From an optimization exercise on the open Yosys and OpenROAD flow, aimed at small area, a short achievable clock period and few clock cycles per item; shortcuts taken in it are not production practice. Where RTL was checked, it was by simulation tests only, not by an equivalence proof against the original.

==> trial 21 <==
==> flow/design.v <==
`timescale 1ns / 1ps
module mul_fp16
    (input  logic        v,
     input  logic [15:0] a,
     input  logic [12:0] a3,
     input  logic [15:0] b,
     output logic [15:0] s
    );
    logic [10:0] ma;
    logic [12:0] pp [0:4];
    logic [21:0] m, r0, r1, r2, r3, r4, r5, s1, c1, s2, c2, s3, c3, s4, c4;
    logic [5:0]  esum;
    logic [4:0]  e0, e1;
    logic        keep;
    logic [9:0]  mo;
    always_comb begin
        ma = {1'b1, a[9:0]};
        for (int j = 0; j < 5; j++) begin
            case (b[2*j +: 2])
                2'd0: pp[j] = 13'd0;
                2'd1: pp[j] = {2'b00, ma};
                2'd2: pp[j] = {1'b0, ma, 1'b0};
                default: pp[j] = a3;
            endcase
        end
        r0 = {9'd0, pp[0]};
        r1 = {7'd0, pp[1], 2'd0};
        r2 = {5'd0, pp[2], 4'd0};
        r3 = {3'd0, pp[3], 6'd0};
        r4 = {1'b0, pp[4], 8'd0};
        r5 = {1'b0, ma, 10'd0};
        s1 = r0 ^ r1 ^ r2;
        c1 = ((r0 & r1) | (r0 & r2) | (r1 & r2)) << 1;
        s2 = r3 ^ r4 ^ r5;
        c2 = ((r3 & r4) | (r3 & r5) | (r4 & r5)) << 1;
        s3 = s1 ^ c1 ^ s2;
        c3 = ((s1 & c1) | (s1 & s2) | (c1 & s2)) << 1;
        s4 = s3 ^ c3 ^ c2;
        c4 = ((s3 & c3) | (s3 & c2) | (c3 & c2)) << 1;
        m = s4 + c4;
        esum = {1'b0, a[14:10]} + {1'b0, b[14:10]};
        e0   = esum[4:0] + 5'd17;               
        e1   = e0 + 5'd1;
        keep = m[21] || (e0 == 5'd0);
        mo   = keep ? m[20:11] : {m[19:11], 1'b0};
        if (!v || (a == 16'h0000) || (b == 16'h0000))
            s = 16'h0000;
        else if ((a == 16'hFA00) || (b == 16'hFA00))
            s = 16'hFA00;
        else if ((a == 16'h7A00) || (b == 16'h7A00))
            s = 16'h7A00;
        else if (esum <= 6'd14)
            s = 16'h0000;
        else
            s = {a[15] ^ b[15], m[21] ? e1 : e0, mo};
    end
endmodule
`timescale 1ns / 1ps
module add_s1
    (input  logic [15:0] a,
     input  logic [15:0] b,
     output logic [15:0] l,
     output logic [10:0] ms,
     output logic        sub
    );
    logic        agt;
    logic [15:0] t;
    logic [4:0]  shr;
    always_comb begin
        agt = a[14:0] > b[14:0];
        t   = agt ? b : a;
        shr = (agt ? a[14:10] : b[14:10]) - t[14:10];
        sub = a[15] ^ b[15];
        ms  = {1'b1, t[9:0]} >> shr;
        l   = agt ? a : b;
        if (a == 16'h0000) begin
            l  = b;
            ms = 11'd0;
        end else if (b == 16'h0000) begin
            l  = a;
            ms = 11'd0;
        end else if (a == 16'hFA00 || b == 16'hFA00) begin
            l  = 16'hFA00;
            ms = 11'd0;
        end else if (a == 16'h7A00 || b == 16'h7A00) begin
            l  = 16'h7A00;
            ms = 11'd0;
        end else if (a[14:0] == b[14:0] && sub) begin
            l  = 16'h0000;
            ms = 11'd0;
        end
    end
endmodule
module add_s2
    (input  logic [15:0] l,
     input  logic [10:0] ms,
     input  logic        sub,
     output logic [15:0] s
    );
    logic [11:0] mf;
    logic [10:0] mk, z, mn;
    logic [4:0]  sh;
    always_comb begin
        mf = sub ? {1'b0, 1'b1, l[9:0]} - {1'b0, ms}
                 : {1'b0, 1'b1, l[9:0]} + {1'b0, ms};
        mk = 11'd0;
        for (int p = 0; p <= 10; p++)
            if (l[14:10] == 5'(10 - p)) mk[p] = 1'b1;
        z  = mf[10:0] | mk;
        sh = 5'd11;
        for (int p = 0; p <= 10; p++)
            if (z[p]) sh = 5'(10 - p);
        mn = mf[10:0] << sh;
        if (mf[11])
            s = {l[15], l[14:10] + 5'd1, mf[10:1]};
        else
            s = {l[15], l[14:10] - sh, mn[9:0]};
    end
endmodule
`timescale 1ns / 1ps
module dnn_relu_fp16
     (input     logic   clk,
      input     logic   rst,
      input     logic   start,
      input     logic   reset,
      output    logic   done,
      output    logic   unsigned    [16:0]    mem_addr,
      input     logic   signed      [15:0]    mem_data,
      output    logic               [159:0]   out);
    localparam logic [13:0] BASE_W1 = 14'd401;
    localparam logic [13:0] BASE_W2 = 14'd10426;
    localparam logic [15:0] ONE     = 16'h3C00;
    localparam logic [12:0] ONE3    = 13'd3072;     
    localparam logic [2:0] S_IDLE = 3'd0,
                           S_L1   = 3'd1,
                           S_PRE  = 3'd2,
                           S_L2   = 3'd3,
                           S_FIN  = 3'd4,
                           S_DONE = 3'd5;
    logic [2:0]  st;
    logic [4:0]  nj;
    logic        start_q;
    logic [13:0] ma;       
    logic [8:0]  n;        
    logic [13:0] fb;       
    logic [5:0]  cc;       
    logic        qv;       
    logic [4:0]  clrc;     
    logic        sel_r, sel_y, sel_o;    
    logic        rot;      
    logic r_act, r_w1, r_l2, r_pre, r_l2f, r_last, r_first;
    logic m_act, m_v, m_l2, m_pre, m_l2f, m_last;
    logic s1_l2, s1_pre, s1_last;
    logic s2_l2, s2_pre, s2_last;
    logic y_pre, y_last;
    logic [15:0] D, A, Q, P, Y, H;
    logic [12:0] A3;
    logic [15:0] R [0:23];
    logic [15:0] O [0:9];
    logic [15:0] X_l;
    logic [10:0] X_ms;
    logic        X_sub;
    logic [4:0]  njn;
    logic        cap, busy;
    logic [15:0] prod, acc, s1_l, s2_s, h2, asrc;
    logic [10:0] s1_ms;
    logic        s1_sub;
    assign njn  = (nj >= 5'd12) ? nj - 5'd12 : nj + 5'd13;
    assign cap  = (st == S_L1) && m_act && (D[14:0] != 15'd0);
    assign busy = r_w1 && (cc != 6'd0);
    assign h2   = R[2][15] ? 16'h0000 : R[2];
    assign asrc = r_first ? Q : h2;
    mul_fp16 U_MUL (.v(m_v), .a(A), .a3(A3), .b(D), .s(prod));
    assign acc = ({16{sel_r}} & R[0]) | ({16{sel_y}} & Y) | ({16{sel_o}} & O[0]);
    add_s1 U_ADD1 (.a(acc), .b(P), .l(s1_l), .ms(s1_ms), .sub(s1_sub));
    add_s2 U_ADD2 (.l(X_l), .ms(X_ms), .sub(X_sub), .s(s2_s));
    logic [2:0]  st_n;
    logic [13:0] ma_n;
    logic [13:0] step;
    logic [8:0]  n_n;
    logic [5:0]  cc_n;
    logic nr_act, nr_w1, nr_l2, nr_pre, nr_l2f, nr_last, nr_first;
    assign step = (nj >= 5'd12) ? -14'd12 : 14'd13;
    always_comb begin
        st_n = st; ma_n = 14'd0; n_n = n; cc_n = cc - 6'd1;
        nr_act = 1'b0; nr_w1 = 1'b0; nr_l2 = 1'b0; nr_pre = 1'b0;
        nr_l2f = 1'b0; nr_last = 1'b0; nr_first = 1'b0;
        case (st)
            S_IDLE: begin
                nr_act = 1'b1;
                if (start_q) begin
                    st_n = S_L1;
                    ma_n = 14'd1;
                    n_n  = 9'd2;
                end
            end
            S_L1: begin
                if (busy) begin
                    nr_w1 = 1'b1;
                    ma_n = ma + step;
                end else if (cap) begin
                    nr_w1 = 1'b1;
                    nr_first = 1'b1;
                    cc_n = 6'd24;
                    ma_n = fb + {9'd0, njn};
                end else if (qv) begin
                    nr_w1 = 1'b1;
                    nr_first = 1'b1;
                    cc_n = 6'd24;
                    ma_n = ma + step + 14'd25;
                end else if (n != 9'd401) begin
                    nr_act = 1'b1;
                    ma_n = {5'd0, n};
                    n_n = n + 9'd1;
                end else if (!r_act) begin
                    st_n = S_PRE;
                    cc_n = 6'd11;
                    ma_n = BASE_W2;
                    nr_l2 = 1'b1;
                    nr_pre = 1'b1;
                end
            end
            S_PRE: begin
                if (cc > 6'd2 && !cc[5]) begin
                    ma_n = ma + 14'd1;
                    nr_l2 = 1'b1;
                    nr_pre = 1'b1;
                end else if ((cc == 6'd0 || cc[5]) && njn == 5'd0) begin
                    st_n = S_L2;
                    ma_n = BASE_W2 + 14'd10;
                    cc_n = 6'd49;
                    n_n = 9'd0;
                    nr_l2 = 1'b1;
                    nr_l2f = 1'b1;
                end
            end
            S_L2: begin
                if (cc != 6'd0) begin
                    ma_n = ma + (cc[0] ? 14'd1 : 14'd9);
                    nr_l2 = 1'b1;
                    nr_l2f = (cc_n >= 6'd48);
                    nr_last = (cc_n <= 6'd1);
                end else if (n[2:0] != 3'd4) begin
                    n_n = n + 9'd1;
                    cc_n = 6'd49;
                    ma_n = ma - 14'd239;
                    nr_l2 = 1'b1;
                    nr_l2f = 1'b1;
                end else begin
                    st_n = S_FIN;
                end
            end
            S_FIN: begin
                if (y_last && !s2_last)
                    st_n = S_DONE;
            end
            S_DONE: begin
                nr_act = 1'b1;
                if (reset)
                    st_n = S_IDLE;
            end
            default: st_n = S_IDLE;
        endcase
    end
    always_ff @(posedge clk or posedge rst) begin
        if (rst) begin
            st <= S_IDLE; nj <= 5'd0; done <= 1'b0;
        end else begin
            st <= st_n; nj <= njn;
            if (st == S_FIN && y_last && !s2_last)
                done <= 1'b1;
            else if (reset)
                done <= 1'b0;
        end
    end
    always_ff @(posedge clk) begin
        r_act <= nr_act; r_w1 <= nr_w1; r_l2 <= nr_l2; r_pre <= nr_pre;
        r_l2f <= nr_l2f; r_last <= nr_last; r_first <= nr_first;
        m_act <= r_act; m_v <= r_w1 || r_l2; m_l2 <= r_l2; m_pre <= r_pre;
        m_l2f <= r_l2f; m_last <= r_last;
        s1_l2 <= m_l2; s1_pre <= m_pre; s1_last <= m_last;
        s2_l2 <= s1_l2; s2_pre <= s1_pre; s2_last <= s1_last;
        y_pre <= s2_pre; y_last <= s2_last;
    end
    always_ff @(posedge clk) begin
        start_q <= start;
        ma <= ma_n; n <= n_n; cc <= cc_n;
        if (st == S_IDLE && start_q)
            fb <= BASE_W1;
        else if (m_act)
            fb <= fb + 14'd25;
        if (st == S_IDLE)
            qv <= 1'b0;
        else
            qv <= cap || (qv && !r_first);
        if (st == S_IDLE && start_q)
            clrc <= 5'd24;
        else if (clrc != 5'd0)
            clrc <= clrc - 5'd1;
        sel_r <= !m_l2 && !(st == S_IDLE && start_q) && (clrc == 5'd0);
        sel_y <= m_l2 && !m_pre && !m_l2f;
        sel_o <= m_l2 && m_l2f;
        rot   <= m_l2f || s2_last || s2_pre;
    end
    always_ff @(posedge clk) begin
        D <= mem_data;
        P <= prod;
        X_l <= s1_l;
        X_ms <= s1_ms;
        X_sub <= s1_sub;
        Y <= s2_s;
        H <= R[0];
        for (int k = 0; k < 23; k++)
            R[k] <= R[k+1];
        R[23] <= s2_l2 ? H : s2_s;
        if (cap)
            Q <= D;
        if (r_first || (r_l2 && !r_pre && cc[0])) begin
            A  <= asrc;
            A3 <= {2'b01, asrc[9:0]} + {1'b1, asrc[9:0], 1'b0};
        end else if (r_pre) begin
            A  <= ONE;
            A3 <= ONE3;
        end
        if (rot) begin
            for (int k = 0; k < 9; k++)
                O[k] <= O[k+1];
            O[9] <= (y_pre || !Y[15]) ? Y : 16'h0000;
        end
    end
    always_comb begin
        for (int k = 0; k < 10; k++)
            out[16*k +: 16] = O[k];
    end
    assign mem_addr = {3'd0, ma};
endmodule
==> flow/flow/run.sh <==
#!/bin/bash
# Layout flow: the standard flow (standard.sh), with the port buffers
# made of sky130_fd_sc_hd__buf_2 cells, timing repair aimed at a setup
# slack of 22.75 ns, and clock tree synthesis without dummy loads.
# Each tool's output goes to a log file of its own here.
set -euo pipefail
bash standard.sh synth > log_synth.txt 2>&1
bash standard.sh SETUP_SLACK_MARGIN=22.75 \
  "BUFFER_PORTS_ARGS=-buffer_cell sky130_fd_sc_hd__buf_2" \
  "CTS_ARGS=-sink_clustering_enable -repair_clock_nets -sink_clustering_size 36 -sink_clustering_max_diameter 80 -buf_list sky130_fd_sc_hd__clkbuf_16 -dont_use_dummy_load" \
  finish > log_layout.txt 2>&1
==> flow/standard.sh <==
#!/bin/bash
# synth_recipe.tcl (not shown) runs the flow's synth.tcl, then flattens the netlist and writes it again
# the make line also repeats each setting of config.mk as NAME=value (left out here)
make -C /OpenROAD-flow-scripts/flow DESIGN_CONFIG=/design/flow/config.mk WORK_HOME=/design/flow/orfs CLKGATE_MAP_FILE= SYNTH_SCRIPT=/design/flow/synth_recipe.tcl "${@:-finish}"
==> flow/config.mk <==
export PLATFORM = sky130hd
export DESIGN_NAME = dnn_relu_fp16
export DESIGN_NICKNAME = dnn_relu_fp16
export VERILOG_FILES = /design/flow/design.v
export SDC_FILE = /design/flow/constraint.sdc
export NUM_CORES = 8
export LEC_CHECK = 0
export CAP_MARGIN = 20
export CORE_MARGIN = 2
export CORE_UTILIZATION = 62
export CTS_BUF_LIST = sky130_fd_sc_hd__clkbuf_16
export CTS_CLUSTER_DIAMETER = 80
export CTS_CLUSTER_SIZE = 30
export SLEW_MARGIN = 20
==> flow/constraint.sdc <==
create_clock -name core_clock -period 30.0 [get_ports {clk}]
set_input_delay 6.0000 -clock core_clock [delete_from_list [all_inputs] [get_ports {clk}]]
set_output_delay 6.0000 -clock core_clock [all_outputs]
set_load 0.01 [all_outputs]
==> inputs of build 67, as changes to trial 21 <==
--- a/flow/design.v
+++ b/flow/design.v
@@ -132,2 +132,3 @@
     localparam logic [15:0] ONE     = 16'h3C00;
+    localparam logic [4:0]  NJ0     = 5'd6;
     localparam logic [12:0] ONE3    = 13'd3072;     
@@ -155,3 +156,3 @@
     logic y_pre, y_last;
-    logic [15:0] D, A, Q, P, Y, H;
+    logic [15:0] D, A, Q, P, Y;
     logic [12:0] A3;
@@ -183,2 +184,14 @@
     assign step = (nj >= 5'd12) ? -14'd12 : 14'd13;
+    logic [13:0] kc, ma_inc;
+    always_comb begin
+        if (st == S_L1)
+            kc = busy ? step : step + 14'd25;
+        else if (st == S_PRE)
+            kc = 14'd1;
+        else if (cc == 6'd0)
+            kc = -14'd239;
+        else
+            kc = cc[0] ? 14'd1 : 14'd9;
+    end
+    assign ma_inc = ma + kc;
     always_comb begin
@@ -199,3 +212,3 @@
                     nr_w1 = 1'b1;
-                    ma_n = ma + step;
+                    ma_n = ma_inc;
                 end else if (cap) begin
@@ -209,3 +222,3 @@
                     cc_n = 6'd24;
-                    ma_n = ma + step + 14'd25;
+                    ma_n = ma_inc;
                 end else if (n != 9'd401) begin
@@ -224,3 +237,3 @@
                 if (cc > 6'd2 && !cc[5]) begin
-                    ma_n = ma + 14'd1;
+                    ma_n = ma_inc;
                     nr_l2 = 1'b1;
@@ -238,3 +251,3 @@
                 if (cc != 6'd0) begin
-                    ma_n = ma + (cc[0] ? 14'd1 : 14'd9);
+                    ma_n = ma_inc;
                     nr_l2 = 1'b1;
@@ -245,3 +258,3 @@
                     cc_n = 6'd49;
-                    ma_n = ma - 14'd239;
+                    ma_n = ma_inc;
                     nr_l2 = 1'b1;
@@ -268,3 +281,4 @@
         end else begin
-            st <= st_n; nj <= njn;
+            st <= st_n;
+            nj <= (st == S_IDLE && start_q) ? NJ0 : njn;
             if (st == S_FIN && y_last && !s2_last)
@@ -311,7 +325,8 @@
         Y <= s2_s;
-        H <= R[0];
         for (int k = 0; k < 23; k++)
             R[k] <= R[k+1];
-        R[23] <= s2_l2 ? H : s2_s;
-        if (cap)
+        R[23] <= s2_l2 ? Q : s2_s;
+        if (s1_l2)
+            Q <= R[0];
+        else if (cap)
             Q <= D;
--- a/flow/flow/run.sh
+++ b/flow/flow/run.sh
@@ -9,3 +9,3 @@
   "BUFFER_PORTS_ARGS=-buffer_cell sky130_fd_sc_hd__buf_2" \
-  "CTS_ARGS=-sink_clustering_enable -repair_clock_nets -sink_clustering_size 36 -sink_clustering_max_diameter 80 -buf_list sky130_fd_sc_hd__clkbuf_16 -dont_use_dummy_load" \
+  "CTS_ARGS=-sink_clustering_enable -repair_clock_nets -sink_clustering_size 30 -sink_clustering_max_diameter 80 -buf_list sky130_fd_sc_hd__clkbuf_16 -dont_use_dummy_load" \
   finish > log_layout.txt 2>&1
--- a/flow/config.mk
+++ b/flow/config.mk
@@ -9,6 +9,3 @@
 export CORE_MARGIN = 2
-export CORE_UTILIZATION = 62
-export CTS_BUF_LIST = sky130_fd_sc_hd__clkbuf_16
-export CTS_CLUSTER_DIAMETER = 80
-export CTS_CLUSTER_SIZE = 30
+export CORE_UTILIZATION = 66
 export SLEW_MARGIN = 20
==> inputs of build 30, as changes to trial 21 <==
--- a/flow/design.v
+++ b/flow/design.v
@@ -2,4 +2,3 @@
 module mul_fp16
-    (input  logic        v,
-     input  logic [15:0] a,
+    (input  logic [15:0] a,
      input  logic [12:0] a3,
@@ -45,3 +44,3 @@
         mo   = keep ? m[20:11] : {m[19:11], 1'b0};
-        if (!v || (a == 16'h0000) || (b == 16'h0000))
+        if ((a == 16'h0000) || (b == 16'h0000))
             s = 16'h0000;
@@ -172,3 +171,3 @@
     assign asrc = r_first ? Q : h2;
-    mul_fp16 U_MUL (.v(m_v), .a(A), .a3(A3), .b(D), .s(prod));
+    mul_fp16 U_MUL (.a(A), .a3(A3), .b(D), .s(prod));
     assign acc = ({16{sel_r}} & R[0]) | ({16{sel_y}} & Y) | ({16{sel_o}} & O[0]);
@@ -267,2 +266,9 @@
             st <= S_IDLE; nj <= 5'd0; done <= 1'b0;
+            r_act <= 1'b0; r_w1 <= 1'b0; r_l2 <= 1'b0; r_pre <= 1'b0;
+            r_l2f <= 1'b0; r_last <= 1'b0; r_first <= 1'b0;
+            m_act <= 1'b0; m_v <= 1'b0; m_l2 <= 1'b0; m_pre <= 1'b0;
+            m_l2f <= 1'b0; m_last <= 1'b0;
+            s1_l2 <= 1'b0; s1_pre <= 1'b0; s1_last <= 1'b0;
+            s2_l2 <= 1'b0; s2_pre <= 1'b0; s2_last <= 1'b0;
+            y_pre <= 1'b0; y_last <= 1'b0;
         end else begin
@@ -273,2 +279,9 @@
                 done <= 1'b0;
+            r_act <= nr_act; r_w1 <= nr_w1; r_l2 <= nr_l2; r_pre <= nr_pre;
+            r_l2f <= nr_l2f; r_last <= nr_last; r_first <= nr_first;
+            m_act <= r_act; m_v <= r_w1 || r_l2; m_l2 <= r_l2; m_pre <= r_pre;
+            m_l2f <= r_l2f; m_last <= r_last;
+            s1_l2 <= m_l2; s1_pre <= m_pre; s1_last <= m_last;
+            s2_l2 <= s1_l2; s2_pre <= s1_pre; s2_last <= s1_last;
+            y_pre <= s2_pre; y_last <= s2_last;
         end
@@ -276,11 +289,2 @@
     always_ff @(posedge clk) begin
-        r_act <= nr_act; r_w1 <= nr_w1; r_l2 <= nr_l2; r_pre <= nr_pre;
-        r_l2f <= nr_l2f; r_last <= nr_last; r_first <= nr_first;
-        m_act <= r_act; m_v <= r_w1 || r_l2; m_l2 <= r_l2; m_pre <= r_pre;
-        m_l2f <= r_l2f; m_last <= r_last;
-        s1_l2 <= m_l2; s1_pre <= m_pre; s1_last <= m_last;
-        s2_l2 <= s1_l2; s2_pre <= s1_pre; s2_last <= s1_last;
-        y_pre <= s2_pre; y_last <= s2_last;
-    end
-    always_ff @(posedge clk) begin
         start_q <= start;
@@ -306,3 +310,3 @@
         D <= mem_data;
-        P <= prod;
+        P <= m_v ? prod : 16'h0000;
         X_l <= s1_l;
==> flow/flow/run.sh (replaced) <==
#!/bin/bash
# Layout flow: the standard flow (standard.sh), with the port buffers
# made of sky130_fd_sc_hd__buf_2 cells and timing repair aimed at a setup
# slack of 22.5 ns. Each tool's output goes to a log file of its own here.
set -euo pipefail
bash standard.sh synth > log_synth.txt 2>&1
bash standard.sh SETUP_SLACK_MARGIN=22.75 "BUFFER_PORTS_ARGS=-buffer_cell sky130_fd_sc_hd__buf_2" finish > log_layout.txt 2>&1
--- a/flow/config.mk
+++ b/flow/config.mk
@@ -9,3 +9,3 @@
 export CORE_MARGIN = 2
-export CORE_UTILIZATION = 62
+export CORE_UTILIZATION = 55
 export CTS_BUF_LIST = sky130_fd_sc_hd__clkbuf_16
==> flow_metrics.py <==
metrics = {
    "status": {
        "outcome": "timing/DRC/antenna clean",
    },
    "layout": {
        "drive_above_1_share": 0.144,
        "seq_area_sq_mm": 0.0176,
    },
    "synthesis": {
        "synth_top_area_frac": 0.355,
        "async_flop_share": 0.0393,
        "syn_avg_cell_area_sq_um": 11.7,
    },
    "global_routing": {
        "grt_first_pass_wirelength_mm": 105,
    },
    "critical_path": {
        "rrSetupSlack_ns": 23.27,
    },
    "floorplanning": {
        "dieArea_sq_mm": 0.0552,
    },
    "clock_network": {
        "cts_resized": 24,
    },
    "sta": {
        "max_freq_mhz": 138,
        "slew_headroom": 0.262,
        "timing.final.ws_setup_ns": 22.76,
    },
    "place": {
        "dp_slack_ns": 22.46,
    },
    "detailed_routing": {
        "drt_iter0_drc": 1539,
    },
}
# the run above: build 30

==> flow_metrics.py <==
metrics = {
    "sta": {
        "slew_headroom": 0.305,
        "timing.final.ws_setup_ns": 22.70,
    },
    "synthesis": {
        "async_flop_share": 0.0120,
    },
    "layout": {
        "seq_area_sq_mm": 0.0172,
        "drive_above_1_share": 0.138,
    },
    "status": {
        "outcome": "timing/DRC/antenna clean",
    },
    "detailed_routing": {
        "drt_iter0_drc": 1455,
    },
    "floorplanning": {
        "dieArea_sq_mm": 0.0440,
    },
    "clock_network": {
        "cts_resized": 1,
    },
}
# the run above: build 67

==> flow_metrics.py <==
metrics = {
    "detailed_routing": {
        "drt_iter0_drc": 1589,
    },
    "clock_network": {
        "cts_resized": 14,
    },
    "global_routing": {
        "grt_first_pass_wirelength_mm": 105,
    },
    "sta": {
        "timing.final.ws_setup_ns": 22.74,
        "grt_setup_unrepaired": "yes",
        "max_freq_mhz": 138,
        "slew_headroom": 0.308,
    },
    "floorplanning": {
        "dieArea_sq_mm": 0.0488,
    },
    "status": {
        "outcome": "timing/DRC/antenna clean",
    },
    "synthesis": {
        "synth_top_area_frac": 0.372,
        "syn_avg_cell_area_sq_um": 11.7,
    },
    "place": {
        "dp_slack_ns": 22.81,
    },
}
# the run above: trial 21

Testbench counts of trial 21, summed over its fixed seeds: cycles 143,457, items 48.
Testbench counts of build 67, summed over its fixed seeds: cycles 143,185, items 48.
No functional check of the RTL was part of build 30.

==> afterwards: timing with drivers on the ports <==
How much do the figures lean on ideal ports? The routed layouts below were timed once more, with nothing changed but the port constraints.
Step 1 (the two cells are an assumption about what drives the block):
set clk [get_ports {clk}]
set_driving_cell -lib_cell sky130_fd_sc_hd__clkbuf_16 $clk
set_driving_cell -lib_cell sky130_fd_sc_hd__buf_2 [delete_from_list [all_inputs] $clk]
Step 2 adds t to the input delays and takes it off the output delays; t is the mean of the earliest and latest rising clock arrival at the registers after step 1. Input paths then give back, and output paths get back, about the clock's delay inside the block.
a / b / c = ideal ports / drivers / drivers and shift; a / b = the first two.
| run | t (ns) | slack for setup (ns) | worst setup path at the end | latest minus earliest clock arrival (ns) | slew at the worst register clock pin (ns) |
|---|---|---|---|---|---|
| trial 21 | 0.619 | 22.740 / 22.683 / 22.790 | input to register | 0.076 / 0.077 | 0.12 / 0.12 |
| build 67 | 0.617 | 22.705 / 22.648 / 22.715 | input to register | 0.093 / 0.093 | 0.11 / 0.11 |
| build 30 | 0.653 | 22.764 / 22.701 / 22.412 | input to register | 0.047 / 0.047 | 0.11 / 0.11 |
After both steps setup and hold are still met in every run listed. The setup slack of build 30, which loses most, moves by -0.063 ns with the drivers and by -0.352 ns with both steps.
